What follows belongs to an exercise in optimizing a design on an open flow for small area; a production flow would make more cautious choices. Function was checked by simulation only, so behaviour that the tests miss may differ from the original. Power figures rest on the tool's default switching activity, not on a simulated workload.

==> flow/design.v <==
module HalfAdder_1b ( A, B, S, CO );
	input			A, B;
	output			S, CO;
	assign {CO, S} = A + B;
endmodule
module FullAdder_1b ( A, B, CI, S, CO );
	input			A, B, CI;
	output			S, CO;
	assign {CO, S} = A + B + CI;
endmodule
module HalfAdder_4b ( A, B, S, CO );
	input	[3:0]	A, B;
	output	[3:0]	S;
	output			CO;
	wire	[2:0]	C;
	HalfAdder_1b a0 ( .A(A[0]), .B(B[0]),            .S(S[0]), .CO(C[0]) );
	FullAdder_1b a1 ( .A(A[1]), .B(B[1]), .CI(C[0]), .S(S[1]), .CO(C[1]) );
	FullAdder_1b a2 ( .A(A[2]), .B(B[2]), .CI(C[1]), .S(S[2]), .CO(C[2]) );
	FullAdder_1b a7 ( .A(A[3]), .B(B[3]), .CI(C[2]), .S(S[3]), .CO(CO) );
endmodule
module HalfAdder
	# ( parameter N=8 )
(
	input	wire	[N-1:0]	A, B,
	output	wire	[N-1:0]	S,
	output	wire			CO
);
	assign {CO, S} = A + B;
endmodule
module FullAdder
	# ( parameter N=8 )
(
	input	wire	[N-1:0]	A, B,
	input	wire			CI,
	output	wire	[N-1:0]	S,
	output	wire			CO
);
	assign {CO, S} = A + B + CI;
endmodule
module Register
# ( parameter N=8 )
(
	output	reg		[N-1:0]	Q,
	input	wire	[N-1:0]	DI,
	input	wire	CP, CLR_, CE
);
always @ ( posedge CP )
	if ( ~CLR_ )
		Q <= 0;
	else if ( CE )
		Q <= DI;
endmodule
module ShiftReg
# ( parameter N=8 )
(
	output	reg		[N-1:0]	Q,
	input	wire	DI,
	input	wire	CP, CLR_
);
always @ ( posedge CP )
	if ( ~CLR_ )
		Q <= {N{1'b0}};
	else
	begin
		Q[0]     <= DI;
		Q[N-1:1] <= Q[N-2:0];
	end
endmodule
module Multiplier_Flow_8x8b
(
	input	wire	[7:0]	A, B,
	output	wire	[15:0]	P,
	input	wire			CP, CLR_, CE
);
	reg		[7:0]	A_reg [6:0];
	reg		[7:0]	B_reg [6:0];
	wire	[7:0]	PP [7:0];
	wire	[8:0]	PPSum [6:1];
	wire	[15:0]	PPSum_reg [6:1];
	always @ ( posedge CP )
		if ( ~CLR_ )
		begin
			A_reg[0] <= 8'b0;
			A_reg[1] <= 8'b0;
			A_reg[2] <= 8'b0;
			A_reg[3] <= 8'b0;
			A_reg[4] <= 8'b0;
			A_reg[5] <= 8'b0;
			A_reg[6] <= 8'b0;
		end
		else if ( CE )
		begin
			A_reg[0] <= A;
			A_reg[1] <= A_reg[0];
			A_reg[2] <= A_reg[1];
			A_reg[3] <= A_reg[2];
			A_reg[4] <= A_reg[3];
			A_reg[5] <= A_reg[4];
			A_reg[6] <= A_reg[5];
		end
	always @ ( posedge CP )
		if ( ~CLR_ )
		begin
			B_reg[0] <= 8'b0;
			B_reg[1] <= 8'b0;
			B_reg[2] <= 8'b0;
			B_reg[3] <= 8'b0;
			B_reg[4] <= 8'b0;
			B_reg[5] <= 8'b0;
			B_reg[6] <= 8'b0;
		end
		else if ( CE )
		begin
			B_reg[0] <= B;
			B_reg[1] <= B_reg[0];
			B_reg[2] <= B_reg[1];
			B_reg[3] <= B_reg[2];
			B_reg[4] <= B_reg[3];
			B_reg[5] <= B_reg[4];
			B_reg[6] <= B_reg[5];
		end
	assign PP[0] = A_reg[0] & {8{B_reg[0][0]}};
	assign PP[1] = A_reg[0] & {8{B_reg[0][1]}};
	assign PP[2] = A_reg[1] & {8{B_reg[1][2]}};
	assign PP[3] = A_reg[2] & {8{B_reg[2][3]}};
	assign PP[4] = A_reg[3] & {8{B_reg[3][4]}};
	assign PP[5] = A_reg[4] & {8{B_reg[4][5]}};
	assign PP[6] = A_reg[5] & {8{B_reg[5][6]}};
	assign PP[7] = A_reg[6] & {8{B_reg[6][7]}};
	HalfAdder #(8) HA_1 ( .A({1'b0,PP[0][7:1]}), .B(PP[1]), .S(PPSum[1][7:0]), .CO(PPSum[1][8]) );
	Register #(10) REG_1 ( .DI({PPSum[1], PP[0][0]}), .Q(PPSum_reg[1][9:0]), 
							.CP(CP), .CLR_(CLR_), .CE(CE) );
	HalfAdder #(8) HA_2 ( .A(PPSum_reg[1][9:2]), .B(PP[2]), .S(PPSum[2][7:0]), .CO(PPSum[2][8]) );
	Register #(11) REG_2 ( .DI({PPSum[2], PPSum_reg[1][1:0]}), .Q(PPSum_reg[2][10:0]), 
							.CP(CP), .CLR_(CLR_), .CE(CE) );
	HalfAdder #(8) HA_3 ( .A(PPSum_reg[2][10:3]), .B(PP[3]), .S(PPSum[3][7:0]), .CO(PPSum[3][8]) );
	Register #(12) REG_3 ( .DI({PPSum[3], PPSum_reg[2][2:0]}), .Q(PPSum_reg[3][11:0]), 
							.CP(CP), .CLR_(CLR_), .CE(CE) );
	HalfAdder #(8) HA_4 ( .A(PPSum_reg[3][11:4]), .B(PP[4]), .S(PPSum[4][7:0]), .CO(PPSum[4][8]) );
	Register #(13) REG_4 ( .DI({PPSum[4], PPSum_reg[3][3:0]}), .Q(PPSum_reg[4][12:0]), 
							.CP(CP), .CLR_(CLR_), .CE(CE) );
	HalfAdder #(8) HA_5 ( .A(PPSum_reg[4][12:5]), .B(PP[5]), .S(PPSum[5][7:0]), .CO(PPSum[5][8]) );
	Register #(14) REG_5 ( .DI({PPSum[5], PPSum_reg[4][4:0]}), .Q(PPSum_reg[5][13:0]), 
							.CP(CP), .CLR_(CLR_), .CE(CE) );
	HalfAdder #(8) HA_6 ( .A(PPSum_reg[5][13:6]), .B(PP[6]), .S(PPSum[6][7:0]), .CO(PPSum[6][8]) );
	Register #(15) REG_6 ( .DI({PPSum[6], PPSum_reg[5][5:0]}), .Q(PPSum_reg[6][14:0]), 
							.CP(CP), .CLR_(CLR_), .CE(CE) );
	HalfAdder #(8) HA_7 ( .A(PPSum_reg[6][14:7]), .B(PP[7]), .S(P[14:7]), .CO(P[15]) );
	assign P[6:0] = PPSum_reg[6][6:0];
endmodule
module clkdiv 
# ( parameter in_freq = 50000000,
              out_freq = 1,
              width = 32,
              N = in_freq/out_freq
)
(
    input   wire    clk_in,
    output  reg     clk_out,
    output  reg     tick,
    input   wire    rst_
);
reg     [width-1:0] cnt;
always @ (posedge clk_in) begin
    if ( ~rst_ ) begin
        cnt     <= 0;
        clk_out <= 1'b0;
        tick    <= 1'b0;
    end
    else if ( cnt == N/2 ) begin
        cnt     <= cnt+1;
        clk_out <= ~clk_out;
        tick    <= ~clk_out;
    end
    else if ( cnt == N-1 ) begin
        cnt     <= 0;
        clk_out <= ~clk_out;
        tick    <= ~clk_out;
    end
    else if ( cnt > N-1 ) begin
        cnt     <= 0;
        tick    <= 1'b0;
    end
    else begin
        cnt     <= cnt+1;
        clk_out <= clk_out;
        tick    <= 1'b0;
    end
end
endmodule
module key_handler
(
    input   wire    key_in,
    output  wire    key_out,
    input   wire    clk, rst_, ce
);
reg     [2:0]   sta;
and uAnd(key_out, sta[2], sta[1], sta[0]);   
always @ (posedge clk) begin
    if (~rst_) begin
        sta[2:0] <= 3'b000;
    end
    else if (ce) begin
        sta[2:1] <= sta[1:0];
        sta[0]   <= ~key_in;     
    end
end
endmodule
module bcd2seg_ca(
    input   wire    [4:0]   bcd_code,
    output  reg     [7:0]   seg_code
);
always @ (bcd_code) begin
    case (bcd_code)
        5'h1: seg_code <= 8'b1111_1001;
        5'h2: seg_code <= 8'b1010_0100;
        5'h3: seg_code <= 8'b1011_0000;
        5'h4: seg_code <= 8'b1001_1001;
        5'h5: seg_code <= 8'b1001_0010;
        5'h6: seg_code <= 8'b1000_0010;
        5'h7: seg_code <= 8'b1111_1000;
        5'h8: seg_code <= 8'b1000_0000;
        5'h9: seg_code <= 8'b1001_0000;
        5'ha: seg_code <= 8'b1000_1000;
        5'hb: seg_code <= 8'b1000_0011;
        5'hc: seg_code <= 8'b1100_0110;
        5'hd: seg_code <= 8'b1010_0001;
        5'he: seg_code <= 8'b1000_0110;
        5'hf: seg_code <= 8'b1000_1110;  
        5'h0: seg_code <= 8'b1100_0000;
        5'h10: seg_code <= 8'b1111_1111;
        default: seg_code <= 8'b1111_1111;
    endcase
end
endmodule
module seg_display
(
    input   wire    [29:0]  bcd_data,
    output  wire    [7:0]   seg_data,
    output  reg     [5:0]   seg_cs,
    input   wire    clk, rst_, ce
);
reg     [4:0]   bcd;
reg     [3:0]   cnt;
bcd2seg_ca segdec(bcd, seg_data);
always @ (posedge clk) begin
    if ( ~rst_ ) begin
        cnt <= 4'b0;
        bcd <= 5'h10;
        seg_cs <= 6'b111111;
    end
    else if ( ce )
        case (cnt)
            4'h0: begin 
                seg_cs <= 6'b011111; 
                bcd <= bcd_data[4:0];   
                cnt <= cnt+1; end
            4'h1: begin 
                seg_cs <= 6'b101111; 
                bcd <= bcd_data[9:5];   
                cnt <= cnt+1; end
            4'h2: begin 
                seg_cs <= 6'b110111; 
                bcd <= bcd_data[14:10];  
                cnt <= cnt+1; end
            4'h3: begin 
                seg_cs <= 6'b111011; 
                bcd <= bcd_data[19:15]; 
                cnt <= cnt+1; end
            4'h4: begin 
                seg_cs <= 6'b111101; 
                bcd <= bcd_data[24:20]; 
                cnt <= cnt+1; end
            4'h5: begin 
                seg_cs <= 6'b111110; 
                bcd <= bcd_data[29:25]; 
                cnt <= 0;     end
            default: cnt <= 0;
        endcase
end
endmodule
module cd_top
(
    input   wire    clk_50mhz ,
    input   wire    rst_n ,
    output  wire    [7:0]   seg_data ,
    output  wire    [5:0]   seg_cs ,
    input   wire    [7:0]   key ,
    output  reg     [7:0]   led
);
wire    rst_;
wire    clk_300hz, clk_100hz, clk_2hz, clk_32khz, clk_128hz;
wire    tick_300hz, tick_100hz, tick_2hz, tick_32khz, tick_128hz;
clkdiv #(.N(48))   div_50m_300 (clk_50mhz, clk_300hz, tick_300hz, rst_);
clkdiv #(.N(176))  div_50m_100 (clk_50mhz, clk_100hz, tick_100hz, rst_);
clkdiv #(.N(6000)) div_50m_2   (clk_50mhz, clk_2hz,   tick_2hz,   rst_);
clkdiv #(.N(3))    div_50m_32k (clk_50mhz, clk_32khz, tick_32khz, rst_);
clkdiv #(.N(200))  div_50m_128 (clk_50mhz, clk_128hz, tick_128hz, rst_);
reg     [29:0]  seg_bcd_data;
seg_display segdpy (seg_bcd_data, seg_data, seg_cs, clk_50mhz, rst_, tick_300hz);
reg     [1:0]   led_mode;
reg     [1:0]   led_mode_last;
reg     [9:0]   breath_counter_gate_next[8];
wire    key_rst, key_2, key_incx, key_incy, key_ans, key_autoinc, key_bcd, key_ledmode;
key_handler k_rst     (key[0], key_rst,     clk_50mhz, rst_, tick_100hz);
key_handler k_2       (key[1], key_2,       clk_50mhz, rst_, tick_100hz);
key_handler k_incx    (key[2], key_incx,    clk_50mhz, rst_, tick_100hz);
key_handler k_incy    (key[3], key_incy,    clk_50mhz, rst_, tick_100hz);
key_handler k_ans     (key[4], key_ans,     clk_50mhz, rst_, tick_100hz);
key_handler k_autoinc (key[5], key_autoinc, clk_50mhz, rst_, tick_100hz);
key_handler k_bcd     (key[6], key_bcd,     clk_50mhz, rst_, tick_100hz);
key_handler k_ledmode (key[7], key_ledmode, clk_50mhz, rst_, tick_100hz);
assign rst_ = rst_n & ~key_rst;
reg     [7:0]   px, py;
wire    [15:0]  ans;
Multiplier_Flow_8x8b u_mul (px, py, ans, clk_50mhz, rst_, tick_300hz);
reg     [1:0]   sta_current, sta_next;
parameter   S2 = 2'b01, S3 = 2'b11, S4 = 2'b10;
always @ (posedge clk_50mhz) begin
    if (~rst_) begin
        sta_current <= S2;
    end
    else if (tick_100hz) begin
        sta_current <= sta_next;
    end
end
reg     key_2_last, key_incx_last, key_incy_last, key_ans_last, key_autoinc_last, key_bcd_last, key_ledmode_last;
reg     [6:0]   autoinc_hold_time;
reg             bcd_mode;
always @ (posedge clk_50mhz) begin
    if (~rst_) begin
        key_2_last <= 1'b0;
        key_incx_last <= 1'b0;
        key_incy_last <= 1'b0;
        key_ans_last <= 1'b0;
        key_autoinc_last <= 1'b0;
        key_bcd_last <= 1'b0;
        key_ledmode_last <= 1'b0;
        autoinc_hold_time <= 4'b0;
        bcd_mode <= 1'b0;
        led_mode <= 2'b00;
        px <= 8'b0;
        py <= 8'b0;
        sta_next <= S2;
    end
    else if (tick_100hz) begin
        if (key_2) begin
            key_2_last <= 1'b1;
            if (~key_2_last) begin
                sta_next <= (sta_current==S2)?S3:S2;
            end
        end
        else begin
            key_2_last <= 1'b0;
        end
        if (key_incx) begin
            key_incx_last <= 1'b1;
            if (~key_incx_last && sta_current==S3) begin
                px <= px+1;
            end
        end
        else begin
            key_incx_last <= 1'b0;
        end
        if (key_incy) begin
            key_incy_last <= 1'b1;
            if (~key_incy_last && sta_current==S3) begin
                py <= py+1;
            end
        end
        else begin
            key_incy_last <= 1'b0;
        end
        if (key_ans) begin
            key_ans_last <= 1'b1;
            if (~key_ans_last && sta_current==S3) begin
                sta_next <= S4;
            end
            else if (~key_ans_last && sta_current==S4) begin
                sta_next <= S3;
            end
        end
        else begin
            key_ans_last <= 1'b0;
        end
        if (key_autoinc) begin
            key_autoinc_last <= 1'b1;
            if (key_autoinc_last && sta_current==S3) begin
                if (autoinc_hold_time > 100) begin
                    autoinc_hold_time <= 0;
                    sta_next <= S4;
                end
                else begin
                    autoinc_hold_time <= autoinc_hold_time+1;
                end
            end
            else if (key_autoinc_last && sta_current==S4) begin
                if (autoinc_hold_time > 100) begin
                    autoinc_hold_time <= 0;
                    px <= px+1;
                    py <= py+1;
                    sta_next <= S3;
                end
                else begin
                    autoinc_hold_time <= autoinc_hold_time+1;
                end
            end
        end
        else begin
            key_autoinc_last <= 1'b0;
        end
        if (key_bcd) begin
            key_bcd_last <= 1'b1;
            if (~key_bcd_last && (sta_current==S3 || sta_current==S4)) begin
                bcd_mode <= ~bcd_mode;
            end
        end
        else begin
            key_bcd_last <= 1'b0;
        end
        if (key_ledmode) begin
            key_ledmode_last <= 1'b1;
            if (~key_ledmode_last && sta_current==S2) begin
                if (led_mode == 2'b00) begin
                    breath_counter_gate_next[0] <= 10'd0;
                    breath_counter_gate_next[1] <= 10'd0;
                    breath_counter_gate_next[2] <= 10'd0;
                    breath_counter_gate_next[3] <= 10'd0;
                    breath_counter_gate_next[4] <= 10'd0;
                    breath_counter_gate_next[5] <= 10'd0;
                    breath_counter_gate_next[6] <= 10'd0;
                    breath_counter_gate_next[7] <= 10'd0;
                    led_mode <= 2'b01;
                end
                else if (led_mode == 2'b01) begin
                    breath_counter_gate_next[0] <= 10'd0;
                    breath_counter_gate_next[1] <= 10'd0;
                    breath_counter_gate_next[2] <= 10'd0;
                    breath_counter_gate_next[3] <= 10'd24;
                    breath_counter_gate_next[4] <= 10'd32;
                    breath_counter_gate_next[5] <= 10'd40;
                    breath_counter_gate_next[6] <= 10'd48;
                    breath_counter_gate_next[7] <= 10'd56;
                    led_mode <= 2'b11;
                end
                else if (led_mode == 2'b11) begin
                    breath_counter_gate_next[0] <= 10'd0;
                    breath_counter_gate_next[1] <= 10'd32;
                    breath_counter_gate_next[2] <= 10'd0;
                    breath_counter_gate_next[3] <= 10'd32;
                    breath_counter_gate_next[4] <= 10'd0;
                    breath_counter_gate_next[5] <= 10'd32;
                    breath_counter_gate_next[6] <= 10'd0;
                    breath_counter_gate_next[7] <= 10'd32;
                    led_mode <= 2'b10;
                end
                else if (led_mode == 2'b10) begin
                    breath_counter_gate_next[0] <= 10'd0;
                    breath_counter_gate_next[1] <= 10'd8;
                    breath_counter_gate_next[2] <= 10'd16;
                    breath_counter_gate_next[3] <= 10'd24;
                    breath_counter_gate_next[4] <= 10'd32;
                    breath_counter_gate_next[5] <= 10'd40;
                    breath_counter_gate_next[6] <= 10'd48;
                    breath_counter_gate_next[7] <= 10'd56;
                    led_mode <= 2'b00;
                end
            end
        end
        else begin
            key_ledmode_last <= 1'b0;
        end
    end
end
reg     [11:0]  px_bcd, py_bcd;
reg     [19:0]  ans_bcd;
reg     [11:0]   px_bcd_temp, py_bcd_temp;
reg     [19:0]  ans_bcd_temp;
always @ (*) begin
    px_bcd[3:0] = px%10;
    px_bcd_temp = px/10;
    px_bcd[7:4] = px_bcd_temp%10;
    px_bcd[11:8] = px_bcd_temp/10;
    py_bcd[3:0] = py%10;
    py_bcd_temp = py/10;
    py_bcd[7:4] = py_bcd_temp%10;
    py_bcd[11:8] = py_bcd_temp/10;
    ans_bcd[3:0] = ans%10;
    ans_bcd_temp = ans/10;
    ans_bcd[7:4] = ans_bcd_temp%10;
    ans_bcd_temp = ans_bcd_temp/10;
    ans_bcd[11:8] = ans_bcd_temp%10;
    ans_bcd_temp = ans_bcd_temp/10;
    ans_bcd[15:12] = ans_bcd_temp%10;
    ans_bcd[19:16] = ans_bcd_temp/10;
end
always @ (*) begin
    if (sta_current == S2 || sta_current == 2'b00) seg_bcd_data = {5'h3, 5'h3, 5'h4, 5'h0, 5'h1, 5'h8};
    else if (sta_current == S3 && bcd_mode==1'b0) seg_bcd_data = {5'h10, 1'h0, px[7:4], 1'h0, px[3:0], 5'h10, 1'h0, py[7:4], 1'h0, py[3:0]};
    else if (sta_current == S4 && bcd_mode==1'b0) seg_bcd_data = {5'h10, 5'h10, 1'h0, ans[15:12], 1'h0, ans[11:8], 1'h0, ans[7:4], 1'h0, ans[3:0]};
    else if (sta_current == S3 && bcd_mode==1'b1) begin
        seg_bcd_data = {1'h0, px_bcd[11:8], 1'h0, px_bcd[7:4], 1'h0, px_bcd[3:0], 1'h0, py_bcd[11:8], 1'h0, py_bcd[7:4], 1'h0, py_bcd[3:0]};
    end
    else begin
        seg_bcd_data = {5'h10, 1'h0, ans_bcd[19:16], 1'h0, ans_bcd[15:12], 1'h0, ans_bcd[11:8], 1'h0, ans_bcd[7:4], 1'h0, ans_bcd[3:0]};
    end 
end
reg     [7:0]   led_flow;
reg     [7:0]   led_breath;
always @ (*) begin
    if (sta_current == S2) begin
        if (led_mode == 2'b0) begin
            led = led_flow;
        end
        else begin
            led = led_breath;
        end
    end
    else begin
        led = 8'b1111_1111;
    end
end
reg     [2:0]   sta_led;
always @ (posedge clk_50mhz) begin
    if (~rst_) begin
        sta_led <= 3'b000;
        led_flow <= 8'b1111_1111;
    end
    else if (tick_2hz && sta_current == S2) begin
        case (sta_led)
            3'h0: begin
                led_flow <= 8'b0111_1111;
                sta_led <= 3'h1;
            end
            3'h1: begin
                led_flow <= 8'b1011_1111;
                sta_led <= 3'h2;
            end
            3'h2: begin
                led_flow <= 8'b1101_1111;
                sta_led <= 3'h3;
            end
            3'h3: begin
                led_flow <= 8'b1110_1111;
                sta_led <= 3'h4;
            end
            3'h4: begin
                led_flow <= 8'b1111_0111;
                sta_led <= 3'h5;
            end
            3'h5: begin
                led_flow <= 8'b1111_1011;
                sta_led <= 3'h6;
            end
            3'h6: begin
                led_flow <= 8'b1111_1101;
                sta_led <= 3'h7;
            end
            3'h7: begin
                led_flow <= 8'b1111_1110;
                sta_led <= 3'h0;
            end
        endcase
    end
    else if (tick_2hz && sta_current == S3) begin
        led_flow <= 8'b1111_1111;
    end
end
reg     [9:0]   breath_counter_max;
reg     [9:0]   breath_counter_current;
reg     [9:0]   breath_counter_gate[8];
always @ (posedge clk_50mhz) begin
    if (~rst_) begin
        breath_counter_max <= 10'd64;
        breath_counter_current <= 10'd0;
    end
    else if (tick_32khz && clk_300hz) begin
        if (breath_counter_current == breath_counter_max) begin
            breath_counter_current <= 10'd0;
        end
        else begin
            breath_counter_current <= breath_counter_current+1;
        end
    end
end
reg     [7:0]   breath_gate_control;         
always @ (posedge clk_50mhz) begin
    if (~rst_) begin
        breath_gate_control <= 8'b0000_0000;
        breath_counter_gate[0] <= 10'd0;
        breath_counter_gate[1] <= 10'd8;
        breath_counter_gate[2] <= 10'd16;
        breath_counter_gate[3] <= 10'd24;
        breath_counter_gate[4] <= 10'd32;
        breath_counter_gate[5] <= 10'd40;
        breath_counter_gate[6] <= 10'd48;
        breath_counter_gate[7] <= 10'd56;
        led_mode_last <= 2'b00;
    end
    else if (tick_128hz) begin
        led_mode_last <= led_mode;
        if (led_mode_last != led_mode) begin
            breath_counter_gate[0] <= breath_counter_gate_next[0];
            breath_counter_gate[1] <= breath_counter_gate_next[1];
            breath_counter_gate[2] <= breath_counter_gate_next[2];
            breath_counter_gate[3] <= breath_counter_gate_next[3];
            breath_counter_gate[4] <= breath_counter_gate_next[4];
            breath_counter_gate[5] <= breath_counter_gate_next[5];
            breath_counter_gate[6] <= breath_counter_gate_next[6];
            breath_counter_gate[7] <= breath_counter_gate_next[7];
        end
        else begin
            if (~breath_gate_control[0]) begin        
                if (breath_counter_gate[0] == breath_counter_max) begin      
                    breath_gate_control[0] <= 1'b1;      
                end
                else begin                                                   
                    breath_counter_gate[0] <= breath_counter_gate[0] + 1;
                end
            end
            else begin                               
                if (breath_counter_gate[0] == 0) begin                       
                    breath_gate_control[0] <= 1'b0;      
                end
                else begin
                    breath_counter_gate[0] <= breath_counter_gate[0] - 1;
                end
            end
            if (~breath_gate_control[1]) begin        
                if (breath_counter_gate[1] == breath_counter_max) begin      
                    breath_gate_control[1] <= 1'b1;      
                end
                else begin                                                   
                    breath_counter_gate[1] <= breath_counter_gate[1] + 1;
                end
            end
            else begin                               
                if (breath_counter_gate[1] == 0) begin                       
                    breath_gate_control[1] <= 1'b0;      
                end
                else begin
                    breath_counter_gate[1] <= breath_counter_gate[1] - 1;
                end
            end
            if (~breath_gate_control[2]) begin        
                if (breath_counter_gate[2] == breath_counter_max) begin      
                    breath_gate_control[2] <= 1'b1;      
                end
                else begin                                                   
                    breath_counter_gate[2] <= breath_counter_gate[2] + 1;
                end
            end
            else begin                               
                if (breath_counter_gate[2] == 0) begin                       
                    breath_gate_control[2] <= 1'b0;      
                end
                else begin
                    breath_counter_gate[2] <= breath_counter_gate[2] - 1;
                end
            end
            if (~breath_gate_control[3]) begin        
                if (breath_counter_gate[3] == breath_counter_max) begin      
                    breath_gate_control[3] <= 1'b1;      
                end
                else begin                                                   
                    breath_counter_gate[3] <= breath_counter_gate[3] + 1;
                end
            end
            else begin                               
                if (breath_counter_gate[3] == 0) begin                       
                    breath_gate_control[3] <= 1'b0;      
                end
                else begin
                    breath_counter_gate[3] <= breath_counter_gate[3] - 1;
                end
            end
            if (~breath_gate_control[4]) begin        
                if (breath_counter_gate[4] == breath_counter_max) begin      
                    breath_gate_control[4] <= 1'b1;      
                end
                else begin                                                   
                    breath_counter_gate[4] <= breath_counter_gate[4] + 1;
                end
            end
            else begin                               
                if (breath_counter_gate[4] == 0) begin                       
                    breath_gate_control[4] <= 1'b0;      
                end
                else begin
                    breath_counter_gate[4] <= breath_counter_gate[4] - 1;
                end
            end
            if (~breath_gate_control[5]) begin        
                if (breath_counter_gate[5] == breath_counter_max) begin      
                    breath_gate_control[5] <= 1'b1;      
                end
                else begin                                                   
                    breath_counter_gate[5] <= breath_counter_gate[5] + 1;
                end
            end
            else begin                               
                if (breath_counter_gate[5] == 0) begin                       
                    breath_gate_control[5] <= 1'b0;      
                end
                else begin
                    breath_counter_gate[5] <= breath_counter_gate[5] - 1;
                end
            end
            if (~breath_gate_control[6]) begin        
                if (breath_counter_gate[6] == breath_counter_max) begin      
                    breath_gate_control[6] <= 1'b1;      
                end
                else begin                                                   
                    breath_counter_gate[6] <= breath_counter_gate[6] + 1;
                end
            end
            else begin                               
                if (breath_counter_gate[6] == 0) begin                       
                    breath_gate_control[6] <= 1'b0;      
                end
                else begin
                    breath_counter_gate[6] <= breath_counter_gate[6] - 1;
                end
            end
            if (~breath_gate_control[7]) begin        
                if (breath_counter_gate[7] == breath_counter_max) begin      
                    breath_gate_control[7] <= 1'b1;      
                end
                else begin                                                   
                    breath_counter_gate[7] <= breath_counter_gate[7] + 1;
                end
            end
            else begin                               
                if (breath_counter_gate[7] == 0) begin                       
                    breath_gate_control[7] <= 1'b0;      
                end
                else begin
                    breath_counter_gate[7] <= breath_counter_gate[7] - 1;
                end
            end
        end
    end
end
always @ (*) begin
    led_breath[0] = (breath_counter_gate[0] > breath_counter_current) ? 1'b1 : 1'b0;
    led_breath[1] = (breath_counter_gate[1] > breath_counter_current) ? 1'b1 : 1'b0;
    led_breath[2] = (breath_counter_gate[2] > breath_counter_current) ? 1'b1 : 1'b0;
    led_breath[3] = (breath_counter_gate[3] > breath_counter_current) ? 1'b1 : 1'b0;
    led_breath[4] = (breath_counter_gate[4] > breath_counter_current) ? 1'b1 : 1'b0;
    led_breath[5] = (breath_counter_gate[5] > breath_counter_current) ? 1'b1 : 1'b0;
    led_breath[6] = (breath_counter_gate[6] > breath_counter_current) ? 1'b1 : 1'b0;
    led_breath[7] = (breath_counter_gate[7] > breath_counter_current) ? 1'b1 : 1'b0;
end
endmodule
==> flow/run.sh <==
#!/bin/bash
# synth_recipe.tcl (not shown) runs the flow's synth.tcl, then flattens the netlist and writes it again
# the make line also repeats each setting of config.mk as NAME=value (left out here)
make -C /OpenROAD-flow-scripts/flow DESIGN_CONFIG=/design/flow/config.mk WORK_HOME=/design/flow/orfs CLKGATE_MAP_FILE= SYNTH_SCRIPT=/design/flow/synth_recipe.tcl finish
==> flow/config.mk <==
export PLATFORM = sky130hd
export DESIGN_NAME = cd_top
export DESIGN_NICKNAME = cd_top
export VERILOG_FILES = /design/flow/design.v
export SDC_FILE = /design/flow/constraint.sdc
export NUM_CORES = 4
export LEC_CHECK = 0
export CAP_MARGIN = 20
export CORE_MARGIN = 2
export CORE_UTILIZATION = 40
export SLEW_MARGIN = 20
==> flow/constraint.sdc <==
create_clock -name core_clock -period 25.0 [get_ports {clk_50mhz}]
set_input_delay 5.0000 -clock core_clock [delete_from_list [all_inputs] [get_ports {clk_50mhz}]]
set_output_delay 5.0000 -clock core_clock [all_outputs]
set_load 0.01 [all_outputs]
==> qor.csv <==
metric;value;unit
die area;96700;um2
root buffer cell;clkbuf_16;
Worst Setup Start Kind;flip-flop;
Initial Util;40.4;%
r2r setup slk;3400;ps
ant diodes;0;
achievable frequency;0.0463;GHz
CP max stage delay;880;ps
Synth Cell Area;37700;um2
gr ovfl total;0;
status;no timing/DRC/antenna violations;
Post-Syn Area per Cell;8.06;um2
Yosys Warn Count;22;
CTS Buf Count;60;
worst hold path stage count;1;
Reg-to-Reg End;seg_data[1];
Pins Over Slew Limit;0;
Netlist cell types;143;
min-delay src;div_50m_100.clk_out;
Slowest cell on crit path;a211oi_2;
met1 usage;29.7;%
Setup Crit Path Kind;reg2reg;
Layout Nets;5017;
H-tree Lvls;2;
worst hold path type;reg2reg;
layout cell share with drive strength beyond 1;5.93;%
Synth area leader;dfxtp_1;
number of routed nets with antenna violations;0;
GR peak layer;met2;
top cells by area, synth;dfxtp_1, ha_1, nor2_1;
clk latency of the worst-skew pair;640;ps
static leakage;0.0169;uW
Starting DRT DRC Count;2519;
share of the synthesized area in the top cell type;28.4;%
cell repeated most along the worst path;ha_1;
Placed Cells;5919;
IO Count;32;
num rows;112;
Power Dens Cells;43.8;nW/um2
critical path peak fanout;18;
Area Growth Syn to Fin;10.7;%
via-per-instance ratio;5.61;
most frequent cells in the layout;nor2_1, dfxtp_1, a21oi_1, nand2_1, ha_1;
PortBufs;30;
Critical Path AT;22160;ps
Hold Path Sink;div_50m_100.tick;
r2r startpoint;u_mul.B_reg[6][7];
Top FF cell, synth;dfxtp_1;
Max-Cap Viols;0;
register bit total from synthesis;539;
CTS tree;yes;
clock buffer depth;3;
number of global-route vias before repair;30748;
Die Span Y;311;um
Final period util;86.4;%
Worst-Margin Slew;1250;ps
final hold vios;0;
unrepaired setup endpoints after global routing;false;
max reg flops;80;
GPL Wtd Cong;0.950;
GR Util met3;2.80;%
routed via count;33833;
r2r worst-path depth;75;
most common cell after layout, fill and taps aside;nor2_1;
WL final;101000;um
worst path required time;25550;ps
Clock Sinks;539;
post-CTS setup buffer count;0;
met2 global-route usage;30.5;%
sequential area share after synthesis;28.7;%
post_cts resized;0;
cts hold-fix bufs;0;
initial antenna violation count;0;
DRT Pass-1 Iters;6;
Clock transition at path regs;60;ps
peak supply drop;0.0000717;V
first-pass GRT wire length;163000;um
number of synthesized flops with an enable pin;4;
# DRC;0;
hpwl dp;73200;um
wire length per cell;16.7;um
largest net degree at the start of global routing;213;
final setup fails;0;
Global Route Usage Sum;20.0;%
core footprint;93300;um2
Die Wd;311;um
final std cells w/o fill;6029;
Post-synth ARST share;0;%
final setup TNS;0;ps
CP Capture Type;flip-flop;
Worst slew margin;15.5;%
worst clock skew;28.2;ps
cells after synthesis;4680;
Final min period;21600;ps
## cell families after synthesis
logic type | Yosys count | synth area share, %
xor gates and xnor gates | 264 | 6.20
other | 2 | 0.0199
AOI/OAI and AO/OA | 1327 | 24.0
and+or+nand+nor | 1651 | 21.1
DFF | 539 | 28.7
muxes | 219 | 5.96
adders and majority gates | 292 | 9.91
buffers and inverters | 386 | 4.05
## through the flow
stage / worst slack [ps] / utilization (%) / power [uW] / hold WS (ps) / cell area, um2
floorplan: 8040 / - / 902 / 420 / 38200
global placement: 4520 / 42.4 / 908 / 422 / 39500
detailed placement: 3970 / 42.4 / 908 / 431 / 39500
CTS: 3860 / 44.7 / 1850 / 440 / 41700
global route: 1420 / 44.7 / 1900 / 461 / 41700
finish: 3400 / 44.7 / 1830 / 438 / 41700
## worst max-delay path, delay by kind of cell (launching register included)
family,cells,cell delay (ps)
AOI/OAI and AO/OA,27,9070
xor gates and xnor gates,4,1100
adders and majority gates,6,1550
buffers and inverters,6,830
DFF,1,370
muxes,3,1120
and+or+nand+nor,29,7430
## synth_stat cells (all sizes together), types with 18 or more instances
cell type / number
a211o: 19
a211oi: 62
a21boi: 21
a21o: 126
a21oi: 366
a22oi: 60
a31oi: 44
and2: 106
and3: 40
buf: 48
clkbuf: 161
dfxtp: 535
ha: 265
inv: 172
mux2i: 208
nand2: 328
nand2b: 34
nand3: 119
nand4: 73
nor2: 624
nor2b: 54
nor3: 105
nor3b: 27
nor4: 57
o2111ai: 19
o211ai: 64
o21a: 22
o21ai: 245
o21bai: 44
o221ai: 18
o22ai: 34
o31ai: 33
or2: 18
or3: 22
xnor2: 183
xor2: 81
## area by class of cell
cell class	count	area (um2)
fill	9436	51600
tap	1254	1570
timing repair buffer	73	636
clock buffer	89	1810
inverter	177	669
sequential	539	10800
clock inverter	21	373
multi-input combinational	3876	25800
## worst max path at each step
stage,cells after the start,start,slack (ps),endpoint
after floorplan,83,u_mul.B_reg[6][7],8040,seg_data[0]
after global placement,76,u_mul.B_reg[6][7],4520,seg_data[1]
after detailed placement,75,u_mul.B_reg[6][7],3970,seg_data[1]
after CTS,76,u_mul.B_reg[6][7],3860,seg_data[1]
after global routing,76,u_mul.B_reg[6][7],1420,seg_data[1]
final,75,u_mul.B_reg[6][7],3400,seg_data[1]
## power breakdown
part,internal (uW),switching [uW],total [uW]
combinational,2.90,12.8,15.7
sequential,870,2.59,873
clock,575,365,940
total,1450,380,1830
## layer usage
metal,up-vias,wire length [um]
li1,16983,-
met1,15915,50400
met2,821,43100
met3,114,5700
met4,0,1560
met5,-,0

afterwards: timing with drivers on the ports:
In the flow no input, the clock included, has a driving cell. The finished layout below was timed again as built, in two steps. Step 1 assumes that a clkbuf_16 drives the clock port and a buf_2 every other input. Step 2, shift: input delay + t, output delay - t, t = (earliest + latest rising clock arrival at the registers) / 2. This alone moves slack from input paths to output paths. Slacks: no drivers / after step 1 / after step 2; pairs: no drivers / after step 1.
t (ns): 0.699
setup WS [ns]: 3.396 / 3.396 / 3.396
worst setup path after step 2: register to register
After both steps setup and hold are still met in this run. The setup slack of this run moves by 0.000 ns with the drivers and by 0.000 ns with both steps.
